This is an optimization exercise on Yosys and OpenROAD, whose aim is small area, not a production implementation. Where RTL was checked, it was by simulation tests only, not by an equivalence proof against the original. No functional check of the RTL was part of run 2.

File: flow/run.sh
#!/bin/bash
# synth_recipe.tcl (not shown) runs the flow's synth.tcl, then flattens the netlist and writes it again
# the make line also repeats each setting of config.mk as NAME=value (left out here)
make -C /OpenROAD-flow-scripts/flow DESIGN_CONFIG=/design/flow/config.mk WORK_HOME=/design/flow/orfs CLKGATE_MAP_FILE= SYNTH_SCRIPT=/design/flow/synth_recipe.tcl finish
File: flow/config.mk
export PLATFORM = sky130hd
export DESIGN_NAME = Lab1
export DESIGN_NICKNAME = Lab1
export VERILOG_FILES = /design/flow/design.v
export SDC_FILE = /design/flow/constraint.sdc
export NUM_CORES = 4
export LEC_CHECK = 0
export CAP_MARGIN = 20
export CORE_MARGIN = 2
export CORE_UTILIZATION = 40
export SLEW_MARGIN = 20
File: flow/constraint.sdc
create_clock -name core_clock -period 160.0 [get_ports {CLOCK_50}]
set_input_delay 32.0000 -clock core_clock [delete_from_list [all_inputs] [get_ports {CLOCK_50}]]
set_output_delay 32.0000 -clock core_clock [all_outputs]
set_load 0.01 [all_outputs]
File: flow/design.v
module Debounce(
	input i_in,
	input i_clk,
	input i_rst,
	output o_debounced,
	output o_neg,
	output o_pos
);
	parameter CNT_N = 7;
	localparam CNT_BIT = $clog2(CNT_N+1);
	logic o_debounced_r, o_debounced_w;
	logic [CNT_BIT-1:0] counter_r, counter_w;
	logic neg_r, neg_w, pos_r, pos_w;
	assign o_debounced = o_debounced_r;
	assign o_pos = pos_r;
	assign o_neg = neg_r;
	always_comb begin
		pos_w = ~o_debounced_r &  o_debounced_w;
		neg_w =  o_debounced_r & ~o_debounced_w;
		if (i_in != o_debounced_r) begin
			counter_w = counter_r - 1;
		end else begin
			counter_w = CNT_N;
		end
		if (counter_r == 0) begin
			o_debounced_w = ~o_debounced_r;
		end else begin
			o_debounced_w = o_debounced_r;
		end
	end
	always_ff @(posedge i_clk) begin
		if (i_rst) begin
			o_debounced_r <= 1'b1;
			counter_r <= CNT_N;
			neg_r <= 1'b0;
			pos_r <= 1'b0;
		end else begin
			o_debounced_r <= o_debounced_w;
			counter_r <= counter_w;
			neg_r <= neg_w;
			pos_r <= pos_w;
		end
	end
endmodule
module SevenHexDecoder(
	input [6:0] i_hex,
	output logic [6:0] o_seven_hun,
	output logic [6:0] o_seven_ten,
	output logic [6:0] o_seven_one
);
	always_comb begin
		case (i_hex)
			7'd0: {o_seven_hun, o_seven_ten, o_seven_one} = 21'b1111111_1111111_1000000;
			7'd1: {o_seven_hun, o_seven_ten, o_seven_one} = 21'b1111111_1111111_1111001;
			7'd2: {o_seven_hun, o_seven_ten, o_seven_one} = 21'b1111111_1111111_0100100;
			7'd3: {o_seven_hun, o_seven_ten, o_seven_one} = 21'b1111111_1111111_0110000;
			7'd4: {o_seven_hun, o_seven_ten, o_seven_one} = 21'b1111111_1111111_0011001;
			7'd5: {o_seven_hun, o_seven_ten, o_seven_one} = 21'b1111111_1111111_0010010;
			7'd6: {o_seven_hun, o_seven_ten, o_seven_one} = 21'b1111111_1111111_0000010;
			7'd7: {o_seven_hun, o_seven_ten, o_seven_one} = 21'b1111111_1111111_1011000;
			7'd8: {o_seven_hun, o_seven_ten, o_seven_one} = 21'b1111111_1111111_0000000;
			7'd9: {o_seven_hun, o_seven_ten, o_seven_one} = 21'b1111111_1111111_0010000;
			7'd10: {o_seven_hun, o_seven_ten, o_seven_one} = 21'b1111111_1111001_1000000;
			7'd11: {o_seven_hun, o_seven_ten, o_seven_one} = 21'b1111111_1111001_1111001;
			7'd12: {o_seven_hun, o_seven_ten, o_seven_one} = 21'b1111111_1111001_0100100;
			7'd13: {o_seven_hun, o_seven_ten, o_seven_one} = 21'b1111111_1111001_0110000;
			7'd14: {o_seven_hun, o_seven_ten, o_seven_one} = 21'b1111111_1111001_0011001;
			7'd15: {o_seven_hun, o_seven_ten, o_seven_one} = 21'b1111111_1111001_0010010;
			7'd16: {o_seven_hun, o_seven_ten, o_seven_one} = 21'b1111111_1111001_0000010;
			7'd17: {o_seven_hun, o_seven_ten, o_seven_one} = 21'b1111111_1111001_1011000;
			7'd18: {o_seven_hun, o_seven_ten, o_seven_one} = 21'b1111111_1111001_0000000;
			7'd19: {o_seven_hun, o_seven_ten, o_seven_one} = 21'b1111111_1111001_0010000;
			7'd20: {o_seven_hun, o_seven_ten, o_seven_one} = 21'b1111111_0100100_1000000;
			7'd21: {o_seven_hun, o_seven_ten, o_seven_one} = 21'b1111111_0100100_1111001;
			7'd22: {o_seven_hun, o_seven_ten, o_seven_one} = 21'b1111111_0100100_0100100;
			7'd23: {o_seven_hun, o_seven_ten, o_seven_one} = 21'b1111111_0100100_0110000;
			7'd24: {o_seven_hun, o_seven_ten, o_seven_one} = 21'b1111111_0100100_0011001;
			7'd25: {o_seven_hun, o_seven_ten, o_seven_one} = 21'b1111111_0100100_0010010;
			7'd26: {o_seven_hun, o_seven_ten, o_seven_one} = 21'b1111111_0100100_0000010;
			7'd27: {o_seven_hun, o_seven_ten, o_seven_one} = 21'b1111111_0100100_1011000;
			7'd28: {o_seven_hun, o_seven_ten, o_seven_one} = 21'b1111111_0100100_0000000;
			7'd29: {o_seven_hun, o_seven_ten, o_seven_one} = 21'b1111111_0100100_0010000;
			7'd30: {o_seven_hun, o_seven_ten, o_seven_one} = 21'b1111111_0110000_1000000;
			7'd31: {o_seven_hun, o_seven_ten, o_seven_one} = 21'b1111111_0110000_1111001;
			7'd32: {o_seven_hun, o_seven_ten, o_seven_one} = 21'b1111111_0110000_0100100;
			7'd33: {o_seven_hun, o_seven_ten, o_seven_one} = 21'b1111111_0110000_0110000;
			7'd34: {o_seven_hun, o_seven_ten, o_seven_one} = 21'b1111111_0110000_0011001;
			7'd35: {o_seven_hun, o_seven_ten, o_seven_one} = 21'b1111111_0110000_0010010;
			7'd36: {o_seven_hun, o_seven_ten, o_seven_one} = 21'b1111111_0110000_0000010;
			7'd37: {o_seven_hun, o_seven_ten, o_seven_one} = 21'b1111111_0110000_1011000;
			7'd38: {o_seven_hun, o_seven_ten, o_seven_one} = 21'b1111111_0110000_0000000;
			7'd39: {o_seven_hun, o_seven_ten, o_seven_one} = 21'b1111111_0110000_0010000;
			7'd40: {o_seven_hun, o_seven_ten, o_seven_one} = 21'b1111111_0011001_1000000;
			7'd41: {o_seven_hun, o_seven_ten, o_seven_one} = 21'b1111111_0011001_1111001;
			7'd42: {o_seven_hun, o_seven_ten, o_seven_one} = 21'b1111111_0011001_0100100;
			7'd43: {o_seven_hun, o_seven_ten, o_seven_one} = 21'b1111111_0011001_0110000;
			7'd44: {o_seven_hun, o_seven_ten, o_seven_one} = 21'b1111111_0011001_0011001;
			7'd45: {o_seven_hun, o_seven_ten, o_seven_one} = 21'b1111111_0011001_0010010;
			7'd46: {o_seven_hun, o_seven_ten, o_seven_one} = 21'b1111111_0011001_0000010;
			7'd47: {o_seven_hun, o_seven_ten, o_seven_one} = 21'b1111111_0011001_1011000;
			7'd48: {o_seven_hun, o_seven_ten, o_seven_one} = 21'b1111111_0011001_0000000;
			7'd49: {o_seven_hun, o_seven_ten, o_seven_one} = 21'b1111111_0011001_0010000;
			7'd50: {o_seven_hun, o_seven_ten, o_seven_one} = 21'b1111111_0010010_1000000;
			7'd51: {o_seven_hun, o_seven_ten, o_seven_one} = 21'b1111111_0010010_1111001;
			7'd52: {o_seven_hun, o_seven_ten, o_seven_one} = 21'b1111111_0010010_0100100;
			7'd53: {o_seven_hun, o_seven_ten, o_seven_one} = 21'b1111111_0010010_0110000;
			7'd54: {o_seven_hun, o_seven_ten, o_seven_one} = 21'b1111111_0010010_0011001;
			7'd55: {o_seven_hun, o_seven_ten, o_seven_one} = 21'b1111111_0010010_0010010;
			7'd56: {o_seven_hun, o_seven_ten, o_seven_one} = 21'b1111111_0010010_0000010;
			7'd57: {o_seven_hun, o_seven_ten, o_seven_one} = 21'b1111111_0010010_1011000;
			7'd58: {o_seven_hun, o_seven_ten, o_seven_one} = 21'b1111111_0010010_0000000;
			7'd59: {o_seven_hun, o_seven_ten, o_seven_one} = 21'b1111111_0010010_0010000;
			7'd60: {o_seven_hun, o_seven_ten, o_seven_one} = 21'b1111111_0000010_1000000;
			7'd61: {o_seven_hun, o_seven_ten, o_seven_one} = 21'b1111111_0000010_1111001;
			7'd62: {o_seven_hun, o_seven_ten, o_seven_one} = 21'b1111111_0000010_0100100;
			7'd63: {o_seven_hun, o_seven_ten, o_seven_one} = 21'b1111111_0000010_0110000;
			7'd64: {o_seven_hun, o_seven_ten, o_seven_one} = 21'b1111111_0000010_0011001;
			7'd65: {o_seven_hun, o_seven_ten, o_seven_one} = 21'b1111111_0000010_0010010;
			7'd66: {o_seven_hun, o_seven_ten, o_seven_one} = 21'b1111111_0000010_0000010;
			7'd67: {o_seven_hun, o_seven_ten, o_seven_one} = 21'b1111111_0000010_1011000;
			7'd68: {o_seven_hun, o_seven_ten, o_seven_one} = 21'b1111111_0000010_0000000;
			7'd69: {o_seven_hun, o_seven_ten, o_seven_one} = 21'b1111111_0000010_0010000;
			7'd70: {o_seven_hun, o_seven_ten, o_seven_one} = 21'b1111111_1011000_1000000;
			7'd71: {o_seven_hun, o_seven_ten, o_seven_one} = 21'b1111111_1011000_1111001;
			7'd72: {o_seven_hun, o_seven_ten, o_seven_one} = 21'b1111111_1011000_0100100;
			7'd73: {o_seven_hun, o_seven_ten, o_seven_one} = 21'b1111111_1011000_0110000;
			7'd74: {o_seven_hun, o_seven_ten, o_seven_one} = 21'b1111111_1011000_0011001;
			7'd75: {o_seven_hun, o_seven_ten, o_seven_one} = 21'b1111111_1011000_0010010;
			7'd76: {o_seven_hun, o_seven_ten, o_seven_one} = 21'b1111111_1011000_0000010;
			7'd77: {o_seven_hun, o_seven_ten, o_seven_one} = 21'b1111111_1011000_1011000;
			7'd78: {o_seven_hun, o_seven_ten, o_seven_one} = 21'b1111111_1011000_0000000;
			7'd79: {o_seven_hun, o_seven_ten, o_seven_one} = 21'b1111111_1011000_0010000;
			7'd80: {o_seven_hun, o_seven_ten, o_seven_one} = 21'b1111111_0000000_1000000;
			7'd81: {o_seven_hun, o_seven_ten, o_seven_one} = 21'b1111111_0000000_1111001;
			7'd82: {o_seven_hun, o_seven_ten, o_seven_one} = 21'b1111111_0000000_0100100;
			7'd83: {o_seven_hun, o_seven_ten, o_seven_one} = 21'b1111111_0000000_0110000;
			7'd84: {o_seven_hun, o_seven_ten, o_seven_one} = 21'b1111111_0000000_0011001;
			7'd85: {o_seven_hun, o_seven_ten, o_seven_one} = 21'b1111111_0000000_0010010;
			7'd86: {o_seven_hun, o_seven_ten, o_seven_one} = 21'b1111111_0000000_0000010;
			7'd87: {o_seven_hun, o_seven_ten, o_seven_one} = 21'b1111111_0000000_1011000;
			7'd88: {o_seven_hun, o_seven_ten, o_seven_one} = 21'b1111111_0000000_0000000;
			7'd89: {o_seven_hun, o_seven_ten, o_seven_one} = 21'b1111111_0000000_0010000;
			7'd90: {o_seven_hun, o_seven_ten, o_seven_one} = 21'b1111111_0010000_1000000;
			7'd91: {o_seven_hun, o_seven_ten, o_seven_one} = 21'b1111111_0010000_1111001;
			7'd92: {o_seven_hun, o_seven_ten, o_seven_one} = 21'b1111111_0010000_0100100;
			7'd93: {o_seven_hun, o_seven_ten, o_seven_one} = 21'b1111111_0010000_0110000;
			7'd94: {o_seven_hun, o_seven_ten, o_seven_one} = 21'b1111111_0010000_0011001;
			7'd95: {o_seven_hun, o_seven_ten, o_seven_one} = 21'b1111111_0010000_0010010;
			7'd96: {o_seven_hun, o_seven_ten, o_seven_one} = 21'b1111111_0010000_0000010;
			7'd97: {o_seven_hun, o_seven_ten, o_seven_one} = 21'b1111111_0010000_1011000;
			7'd98: {o_seven_hun, o_seven_ten, o_seven_one} = 21'b1111111_0010000_0000000;
			7'd99: {o_seven_hun, o_seven_ten, o_seven_one} = 21'b1111111_0010000_0010000;
			7'd100: {o_seven_hun, o_seven_ten, o_seven_one} = 21'b1111001_1000000_1000000;
			7'd101: {o_seven_hun, o_seven_ten, o_seven_one} = 21'b1111001_1000000_1111001;
			7'd102: {o_seven_hun, o_seven_ten, o_seven_one} = 21'b1111001_1000000_0100100;
			7'd103: {o_seven_hun, o_seven_ten, o_seven_one} = 21'b1111001_1000000_0110000;
			7'd104: {o_seven_hun, o_seven_ten, o_seven_one} = 21'b1111001_1000000_0011001;
			7'd105: {o_seven_hun, o_seven_ten, o_seven_one} = 21'b1111001_1000000_0010010;
			7'd106: {o_seven_hun, o_seven_ten, o_seven_one} = 21'b1111001_1000000_0000010;
			7'd107: {o_seven_hun, o_seven_ten, o_seven_one} = 21'b1111001_1000000_1011000;
			7'd108: {o_seven_hun, o_seven_ten, o_seven_one} = 21'b1111001_1000000_0000000;
			7'd109: {o_seven_hun, o_seven_ten, o_seven_one} = 21'b1111001_1000000_0010000;
			7'd110: {o_seven_hun, o_seven_ten, o_seven_one} = 21'b1111001_1111001_1000000;
			7'd111: {o_seven_hun, o_seven_ten, o_seven_one} = 21'b1111001_1111001_1111001;
			7'd112: {o_seven_hun, o_seven_ten, o_seven_one} = 21'b1111001_1111001_0100100;
			7'd113: {o_seven_hun, o_seven_ten, o_seven_one} = 21'b1111001_1111001_0110000;
			7'd114: {o_seven_hun, o_seven_ten, o_seven_one} = 21'b1111001_1111001_0011001;
			7'd115: {o_seven_hun, o_seven_ten, o_seven_one} = 21'b1111001_1111001_0010010;
			7'd116: {o_seven_hun, o_seven_ten, o_seven_one} = 21'b1111001_1111001_0000010;
			7'd117: {o_seven_hun, o_seven_ten, o_seven_one} = 21'b1111001_1111001_1011000;
			7'd118: {o_seven_hun, o_seven_ten, o_seven_one} = 21'b1111001_1111001_0000000;
			7'd119: {o_seven_hun, o_seven_ten, o_seven_one} = 21'b1111001_1111001_0010000;
			7'd120: {o_seven_hun, o_seven_ten, o_seven_one} = 21'b1111001_0100100_1000000;
			7'd121: {o_seven_hun, o_seven_ten, o_seven_one} = 21'b1111001_0100100_1111001;
			7'd122: {o_seven_hun, o_seven_ten, o_seven_one} = 21'b1111001_0100100_0100100;
			7'd123: {o_seven_hun, o_seven_ten, o_seven_one} = 21'b1111001_0100100_0110000;
			7'd124: {o_seven_hun, o_seven_ten, o_seven_one} = 21'b1111001_0100100_0011001;
			7'd125: {o_seven_hun, o_seven_ten, o_seven_one} = 21'b1111001_0100100_0010010;
			7'd126: {o_seven_hun, o_seven_ten, o_seven_one} = 21'b1111001_0100100_0000010;
			7'd127: {o_seven_hun, o_seven_ten, o_seven_one} = 21'b1111001_0100100_1011000;
			default: {o_seven_hun, o_seven_ten, o_seven_one} = 21'h1fffff;
		endcase
	end
endmodule
module Top(
	input i_clk,
	input i_rst,
	input i_start,
	input [17:0] i_sw,
	output logic [6:0] o_random_out
);
	parameter SHOW_NUM = 15;
	parameter DELAY0 = 34;
	parameter DELAY1 = 131;
	parameter DELAY2 = 242;
	parameter DELAY3 = 297;
	parameter DELAY4 = 372;
	localparam [31:0] MUL_T = 32'd48271;      
	localparam [31:0] MUL_R = 32'd22695433;   
	function automatic [8:0] delay_of(input [3:0] n);
		if (n < 5)       delay_of = DELAY0;
		else if (n < 9)  delay_of = DELAY1;
		else if (n < 12) delay_of = DELAY2;
		else if (n < 14) delay_of = DELAY3;
		else             delay_of = DELAY4;
	endfunction
	function automatic [31:0] cdelay_rot(input [3:0] n);
		logic [31:0] c;
		if (n < 5)       c = MUL_T * DELAY0;
		else if (n < 9)  c = MUL_T * DELAY1;
		else if (n < 12) c = MUL_T * DELAY2;
		else if (n < 14) c = MUL_T * DELAY3;
		else             c = MUL_T * DELAY4;
		cdelay_rot = {c[30:0], c[31]};
	endfunction
	function automatic [31:0] add32(input [31:0] a, input [31:0] b, input ci);
		logic c;
		c = ci;
		for (int i = 0; i < 32; i++) begin
			add32[i] = a[i] ^ b[i] ^ c;
			c = (a[i] & b[i]) | (a[i] & c) | (b[i] & c);
		end
	endfunction
	logic sw;             
	logic idle;           
	logic [3:0] run_num;  
	logic [8:0] left;     
	logic [31:0] rdm;
	logic [31:0] tmul;    
	logic [31:0] prod;    
	wire done = (run_num == SHOW_NUM);
	wire draw = sw && !done && (idle || left == 0);
	wire [31:0] sum = add32(tmul, prod & {32{!idle}}, 1'b0);
	wire [31:0] rdm_new = (&sum) ? 32'd0 : sum;
	wire [4:0] idx = left[4:0];
	wire [31:0] mul_r_rot = {MUL_R[30:0], MUL_R[31]};
	wire [31:0] cdel = cdelay_rot(run_num);
	wire prod_k = mul_r_rot[idx];
	wire prod_c = cdel[idx];
	wire [31:0] prod_next = add32({prod[30:0], prod_c}, rdm & {32{prod_k}}, 1'b0);
	always_ff @(posedge i_clk) begin
		if (i_rst) begin
			sw <= 0;
			idle <= 1;
			run_num <= 0;
			rdm <= 0;
			tmul <= 0;
		end
		else begin
			tmul <= add32(tmul, MUL_T, 1'b0);
			if (i_start)
				sw <= ~sw;
			if (sw)
				idle <= 0;
			if (!sw)
				run_num <= 0;
			else if (draw)
				run_num <= run_num + 1;
			if (draw)
				rdm <= rdm_new;
		end
	end
	always_ff @(posedge i_clk) begin
		if (!sw)
			left <= DELAY0;
		else if (draw)
			left <= delay_of(run_num + 1);
		else
			left <= left - 1;
		prod <= prod_next;
	end
	wire [6:0] m = i_sw[6:0];
	logic [6:0] r [0:32];
	assign r[0] = 7'd0;
	genvar j, i;
	generate
		for (j = 0; j < 32; j++) begin : stage
			wire [7:0] t = {r[j], rdm[31-j]};
			wire [8:0] c;
			wire [7:0] d;
			assign c[0] = 1'b1;
			for (i = 0; i < 8; i++) begin : bit_
				wire mb = (i < 7) ? ~m[i] : 1'b1;
				assign d[i] = t[i] ^ mb ^ c[i];
				assign c[i+1] = (t[i] & mb) | (t[i] & c[i]) | (mb & c[i]);
			end
			wire [6:0] keep = (j >= 6) ? 7'h7f : ((7'd1 << (j + 1)) - 7'd1);
			assign r[j+1] = (c[8] ? d[6:0] : t[6:0]) & keep;
		end
	endgenerate
	always_comb begin
		if (!sw)
			o_random_out = 0;
		else if (done && i_sw[17])
			o_random_out = i_sw[16:10];
		else
			o_random_out = r[32] + 7'd1;
	end
endmodule
module Lab1(
	input CLOCK_50,
	input RST,
	input KEY0,
	input [17:0] SW,
	output [6:0] HEX0,
	output [6:0] HEX1,
	output [6:0] HEX2
);
	logic keydown;
	logic [6:0] random_value;
	Debounce deb0(
		.i_in(KEY0),
		.i_clk(CLOCK_50),
		.i_rst(RST),
		.o_neg(keydown)
	);
	Top top0(
		.i_clk(CLOCK_50),
		.i_rst(RST),
		.i_start(keydown),
		.i_sw(SW),
		.o_random_out(random_value)
	);
	SevenHexDecoder seven_dec0(
		.i_hex(random_value),
		.o_seven_hun(HEX2),
		.o_seven_ten(HEX1),
		.o_seven_one(HEX0)
	);
endmodule
==> results of run 1 <==
state kept, by name, indices dropped and copies added (netlist names):
signal,flops
top0.run_num,4
top0.tmul,32
top0.rdm,32
deb0.counter_r,3
deb0.neg_r,1
top0.sw,1
top0.idle,1
top0.prod,32
deb0.o_debounced_r,1
top0.left,9
synthesized netlist by cell type (7+ instances only):
library cell  instances  share of area, %
a21o_1               24               1.1
a21oi_1             124               3.7
nor2_1              261               5.8
o31ai_1               8              0.35
o21ba_2               7              0.41
a32oi_1               8              0.41
buf_6                10              0.66
o21ai_0              49               1.4
a311oi_1              8              0.41
and3_1               11              0.41
a211oi_1             24               1.1
ha_1                108               8.0
mux2_2               50               3.3
or2_2                16              0.59
and2_1                7              0.26
a221o_1               7              0.41
nand3_1              23              0.68
nand2b_1             37               1.4
or3_1                13              0.48
nor2b_1              34               1.3
o22ai_1              10              0.37
o21ai_1              10              0.30
clkbuf_1             66               1.5
inv_1               167               3.7
xor2_1               15              0.78
nor4_1               12              0.44
mux2i_1              55               3.3
o221ai_1             12              0.62
buf_2                12              0.35
o211ai_1             17              0.75
nor3_1               63               1.9
nand2_1             126               2.8
dfxtp_1             116                14
a31oi_1              12              0.44
xnor2_1              39               2.0
buf_4                 8              0.35
fa_1                202                24
critical path: cells and delay by family:
family,cells,cell delay (ns)
AO/OA/AOI/OAI,71,13.99
buffers and inverters,44,4.84
multiplexers,22,6.79
adder cells (fa/ha/maj),168,56.60
AND/OR/NAND/NOR,55,7.75
cells by family after synthesis:
group	synth area share (%)
and+or+nand+nor	18.6
buffers and inverters	6.65
DFF	13.7
AOI/OAI and AO/OA	19.4
muxes	7.01
xor gates and xnor gates	2.79
other	0.0221
adders and majority gates	31.9
metal layers:
metal | wire length [um] | track usage (%) | part of all wire, % | up-vias
met5 | 0 | 0 | 0 | -
met4 | 784 | 5.01 | 2.0 | 0
met3 | 1170 | 1.30 | 2.9 | 46
met2 | 19100 | 31.1 | 48 | 293
met1 | 18600 | 25.7 | 47 | 6863
li1 | - | - | - | 6819
metrics by stage:
step           setup slack (ns)  util, %  cells  hold WS [ns]  area (um2)
3_5_place_dp               4.82     42.0   2456         0.377       17600
5_1_grt                   0.296     43.7   2489         0.402       18300
4_1_cts                    4.46     43.6   2488         0.390       18300
3_3_place_gp               6.10     42.0   2456         0.365       17600
2_1_floorplan             13.51        -   1965         0.358       17000
6_report                   5.84     43.7   2489         0.383       18300
area by class of cell:
cell class                      count  area, um2
Inverter                          167        627
Sequential cell                   116       2320
Clock inverter                     14        225
Timing Repair Buffer               53        458
Fill cell                        4159      23600
Antenna cell                        1       2.50
Tap cell                          539        674
Multi-Input combinational cell   1581      13500
Clock buffer                       18        439
repair_timing:
item | 4_1_cts | 5_1_grt
buffers inserted | 0 | 0
endpoints found under the setup margin | 0 | 16
resized for setup | 0 | 9
path summary, 6_finish.rpt:
| path | startpoint | end | slack [ns] | cells after the start |
|---|---|---|---|---|
| min reg2reg | deb0.counter_r[0]$_SDFF_PP1_ | deb0.counter_r[0]$_SDFF_PP1_ | 0.38 | 1 |
| max | SW[6] | HEX0[6] | 5.84 | 360 |
| min | deb0.counter_r[0]$_SDFF_PP1_ | deb0.counter_r[0]$_SDFF_PP1_ | 0.38 | 1 |
| max reg2reg | top0.idle$_SDFFE_PP1P_ | top0.rdm[25]$_SDFFE_PP0P_ | 144.56 | 41 |
==> impl_metrics.yaml, run 1 <==
run_status:
  status: "timing/DRC/antenna clean"
finish:
  drive_above_1_share_pct: 10.2
  mostFrequentLayoutCells: "nor2_1 (260), fa_1 (201), inv_1 (165)"
  syn_to_final_growth_pct: 8.01
  layout_commonest_cell: "nor2_1"
  nets: 2267
cts:
  cts_buffers: 17
  root_buffer: "clkbuf_16"
  holdBufCountCts: 0
  ctsHtreeMaxLevel: 4
  clock-sinks: 116
  clk_pin_slew_ns: 0.05
  clk_latency_ns: 0.41
  cts_tree: "built"
  cts_buffer_depth: 2
global_route:
  grt_usage_pct: 18.5
  antenna_found_initial: 1
  grt_pass1_wl_mm: 68.2
  grt-ovfl-total: 0
  grt_pass1_vias: 13800
  grt_max_degree: 78
route:
  antenna_left: 0
  avgRoutedWirePerCell_um: 15.9
  num_vias: 14000
  drtIter0Drc: 685
  firstDrtPassIters: 5
  totalWireLength_mm: 39.6
  viasPerCell: 5.63
  route.detailed.drc: 0
critical_path:
  crit_slowest_cell: "or4_4"
  path_class: "input pin to output port"
  critical_path.max_fanout: 19
  crit_path_max_incr_delay_ns: 0.67
  end_kind: "output port"
  cp.required_ns: 128.00
  cpMostUsedCell: "fa_1"
  start_kind: "input pin"
  worst_ep_arrival_time_ns: 122.16
timing:
  slew_headroom_pct: 37.8
  tightest_slew_ns: 0.930
  report.final.setup_viol: 0
  fmax_mhz: 6.49
  tns_ns: 0
  min_period_over_period_pct: 96.4
  rsz0062_at_grt: "false"
  drv_slew: 0
  fin_skew_ns: 0.00986
  fin_crit_ns: 154.16
  hold_violations: 0
logic_synthesis:
  synth_edf_count: 0
  yosysUniqueCellTypes: 113
  avgSynthCellArea_um2: 8.64
  netlist_area_mm2: 0.0169
  async_reset_ff_share_pct: 0
  synthFlopType: "dfxtp_1"
  netlist_instances: 1961
  yosys_warnings: 4
  yosysSeqAreaShare_pct: 13.7
  synth-seq-cells: 116
floorplanning:
  io_pins: 42
  rows: 75
  core_area_mm2: 0.0419
  dieHeight_um: 210
  start_util_pct: 40.5
  die_width_um: 210
  die-area_mm2: 0.0440
job:
  maxCapViolations: 0
place:
  post-dp-hpwl_mm: 30.3
  io_buffers: 33
  routabilityCongestion: 0.913
hold_path:
  hold_class: "flop to flop"
==> inputs of run 2 (changes only) <==
--- a/flow/design.v
+++ b/flow/design.v
@@ -270,10 +270,30 @@
 		prod <= prod_next;
 	end
-	wire [6:0] m = i_sw[6:0];
-	logic [6:0] r [0:32];
+	wire [6:0] rem_inc;    
+	RemInc rem0(.i_rdm(rdm), .i_m(i_sw[6:0]), .o_rem_inc(rem_inc));
+	always_comb begin
+		if (!sw)
+			o_random_out = 0;
+		else if (done && i_sw[17])
+			o_random_out = i_sw[16:10];
+		else
+			o_random_out = rem_inc;
+	end
+endmodule
+module NrCell(input t, input b, input ci, output s, output co);
+	assign s = t ^ b ^ ci;
+	assign co = (t & b) | (t & ci) | (b & ci);
+endmodule
+module RemInc(input [31:0] i_rdm, input [6:0] i_m, output [6:0] o_rem_inc);
+	wire [31:0] rdm = i_rdm;
+	wire [6:0] m = i_m;
+	wire [6:0] o;
+	assign o_rem_inc = o;
+	logic [6:0] r [0:7];
 	assign r[0] = 7'd0;
+	wire [6:0] nm = ~m;
 	genvar j, i;
 	generate
-		for (j = 0; j < 32; j++) begin : stage
+		for (j = 0; j < 7; j++) begin : rs
 			wire [7:0] t = {r[j], rdm[31-j]};
 			wire [8:0] c;
@@ -281,20 +301,35 @@
 			assign c[0] = 1'b1;
 			for (i = 0; i < 8; i++) begin : bit_
-				wire mb = (i < 7) ? ~m[i] : 1'b1;
+				wire mb = (i < 7) ? nm[i] : 1'b1;
 				assign d[i] = t[i] ^ mb ^ c[i];
 				assign c[i+1] = (t[i] & mb) | (t[i] & c[i]) | (mb & c[i]);
 			end
-			wire [6:0] keep = (j >= 6) ? 7'h7f : ((7'd1 << (j + 1)) - 7'd1);
+			wire [6:0] keep = (7'd1 << (j + 1)) - 7'd1;
 			assign r[j+1] = (c[8] ? d[6:0] : t[6:0]) & keep;
 		end
 	endgenerate
-	always_comb begin
-		if (!sw)
-			o_random_out = 0;
-		else if (done && i_sw[17])
-			o_random_out = i_sw[16:10];
-		else
-			o_random_out = r[32] + 7'd1;
-	end
+	logic [7:0] q [7:32];
+	assign q[7] = {1'b0, r[7]};
+	generate
+		for (j = 7; j < 32; j++) begin : ns
+			wire sub = ~q[j][7];
+			wire [7:0] t = {q[j][6:0], rdm[31-j]};
+			wire [8:0] c;
+			assign c[0] = sub;
+			for (i = 0; i < 8; i++) begin : bit_
+				NrCell u(.t(t[i]), .b(i < 7 ? m[i] ^ sub : sub), .ci(c[i]), .s(q[j+1][i]), .co(c[i+1]));
+			end
+		end
+	endgenerate
+	wire neg = q[32][7];
+	wire [7:0] cc;
+	assign cc[0] = 1'b1;
+	generate
+		for (i = 0; i < 7; i++) begin : fin
+			wire a = m[i] & neg;
+			assign o[i] = q[32][i] ^ a ^ cc[i];
+			assign cc[i+1] = (q[32][i] & a) | (q[32][i] & cc[i]) | (a & cc[i]);
+		end
+	endgenerate
 endmodule
 module Lab1(
--- a/flow/config.mk
+++ b/flow/config.mk
@@ -10,2 +10,4 @@
 export CORE_UTILIZATION = 40
 export SLEW_MARGIN = 20
+export SYNTH_HIERARCHICAL = 1
+export SYNTH_MINIMUM_KEEP_SIZE = 0
==> run 2 against run 1 <==
Against the previous run: still clean; first-iteration DRC count shrank 49%; final cell count shrank 14%; die area shrank 9.9%; setup slack lost 4.9 ns; synthesized area shrank 10%; final area grew 5.0%; synthesized cell count shrank 27%; critical endpoint unchanged.
==> impl_metrics.yaml, run 2 <==
cts:
  cts_buffers: 17
  cts_tree: "built"
  cts_buffer_depth: 2
  clk_latency_ns: 0.41
  ctsHtreeMaxLevel: 4
  clk_pin_slew_ns: 0.06
  holdBufCountCts: 0
  root_buffer: "clkbuf_16"
  clock-sinks: 116
logic_synthesis:
  netlist_instances: 1439
  netlist_area_mm2: 0.0152
  yosys_warnings: 14
  avgSynthCellArea_um2: 10.6
critical_path:
  crit_path_max_incr_delay_ns: 0.65
  cp.required_ns: 128.00
  cpMostUsedCell: "fa_2"
  critical_path.max_fanout: 6
  worst_ep_arrival_time_ns: 127.05
  path_class: "input pin to output port"
  end_kind: "output port"
  crit_slowest_cell: "fa_2"
  start_kind: "input pin"
route:
  antenna_left: 0
  firstDrtPassIters: 5
  totalWireLength_mm: 32.9
  avgRoutedWirePerCell_um: 15.4
  drtIter0Drc: 350
  route.detailed.drc: 0
  num_vias: 10600
  viasPerCell: 4.93
timing:
  tns_ns: 0
  hold_violations: 0
  fmax_mhz: 6.29
  rsz0062_at_grt: "true"
  report.final.setup_viol: 0
  min_period_over_period_pct: 99.4
  fin_skew_ns: 0.0154
  slew_headroom_pct: 40.4
  drv_slew: 0
  fin_crit_ns: 159.05
  tightest_slew_ns: 0.893
finish:
  antenna_cells: 0
  layout_commonest_cell: "fa_2"
  mostFrequentLayoutCells: "fa_2 (219), buf_4 (209), xnor2_1 (163)"
  nFillCells: 3348
  nets: 1981
  drive_above_1_share_pct: 41.9
  top_regs: "top0.prod (32), top0.rdm (32), top0.tmul (32)"
  syn_to_final_growth_pct: 26.1
place:
  io_buffers: 33
  routabilityCongestion: 0.876
  post-dp-hpwl_mm: 24.7
floorplanning:
  rows: 71
  die-area_mm2: 0.0397
  dieHeight_um: 199
  core_area_mm2: 0.0376
  die_width_um: 199
  io_pins: 42
  start_util_pct: 40.5
global_route:
  antenna_found_initial: 0
  grt-ovfl-total: 0
  grt_pass1_wl_mm: 56.6
  grt_usage_pct: 17.6
  grt_pass1_vias: 11400
  grt_max_degree: 45
hold_path:
  hold_class: "flop to flop"
run_status:
  status: "timing/DRC/antenna clean"
job:
  maxCapViolations: 0
run 2: changes by cell type in the layout (fill, tap and decap cells not counted), sizes merged, moves of 44 or more:
cell / change
nand2: -73
a21oi: -84
buf: +228
xnor2: +149
fa: +78
inv: -56
nor2: -204
ha: -44
run 2: timing repair:
action | CTS | global route
endpoints found under the setup margin | 16 | 16
resized for setup | 96 | 200
pin swaps | 28 | 69
buffers inserted | 20 | 34
gates cloned | 0 | 1
run 2: worst paths after layout:
check	from	end	slack (ns)	cells after the start
min	deb0.counter_r[0]$_SDFF_PP1_	deb0.counter_r[0]$_SDFF_PP1_	0.41	1
min reg2reg	deb0.counter_r[0]$_SDFF_PP1_	deb0.counter_r[0]$_SDFF_PP1_	0.41	1
max reg2reg	top0.left[0]$_SDFF_PN0_	top0.prod[31]$_DFF_P_	145.07	39
max	SW[5]	HEX0[6]	0.95	290
run 2: layout make-up:
type / instances / area (um2) / area share (%)
multi-input combinational: 1109 / 13100 / 68.5
timing repair buffer: 265 / 2080 / 10.8
tap: 511 / 639 / 3.33
sequential: 116 / 2320 / 12.1
inverter: 107 / 407 / 2.12
clock buffer: 18 / 439 / 2.29
clock inverter: 14 / 166 / 0.867
run 2: through the flow:
step           hold slack [ns]  setup slack, ns  instances  util [%]  cell area (um2)
5_1_grt                  0.437            -1.50       2140      51.1            19200
4_1_cts                  0.414         0.000838       2104      48.6            18300
3_3_place_gp             0.396            -1.03       2052      46.1            17300
3_5_place_dp             0.399            -2.30       2052      46.1            17300
2_1_floorplan            0.383           0.0349       1444         -            15900
6_report                 0.411            0.948       2140      51.1            19200
run 2: critical path: cells and delay by family:
family / cells / cell delay, ns
compound gates: 10 / 1.43
xor+xnor: 26 / 2.45
buf+inv: 8 / 0.83
simple gates: 18 / 3.47
mux: 3 / 0.59
fa+ha+maj: 225 / 86.08
run 2: per-layer routing:
metal | wire length (um) | GRT usage [%] | vias to the layer above | share of wire (%)
met5 | 0 | 0 | - | 0
met4 | 287 | 3.32 | 0 | 0.87
met3 | 589 | 1.30 | 17 | 1.8
met2 | 17200 | 31.4 | 108 | 52
met1 | 14800 | 23.8 | 5379 | 45
li1 | - | - | 5047 | -

## re-timing with driven ports
The results above use ideal ports. As a check the final layouts listed here were re-extracted and re-timed, cells and wires unchanged.
Step 1 (the two cells are an assumption about what drives the block):
set clk [get_ports {CLOCK_50}]
set_driving_cell -lib_cell sky130_fd_sc_hd__clkbuf_16 $clk
set_driving_cell -lib_cell sky130_fd_sc_hd__buf_2 [delete_from_list [all_inputs] $clk]
Step 2 also shifts input and output timing later by t, the mid clock arrival at the registers, as if the neighbouring blocks saw the same clock.
a / b / c = no drivers / after step 1 / after step 2; a / b = the first two.
run	shift t [ns]	setup WS [ns]	clock arrival spread, ns	worst data-port slew with drivers (ns)	cell pins on the clock port's net
run 1	0.457	5.839 / 5.783 / 5.783	0.010 / 0.010	0.07	1
run 2	0.448	0.948 / 0.928 / 0.928	0.016 / 0.015	0.05	1
After both steps every run listed still meets setup and hold. The setup slack of run 1, which loses most, moves by -0.056 ns with the drivers and by -0.056 ns with both steps.
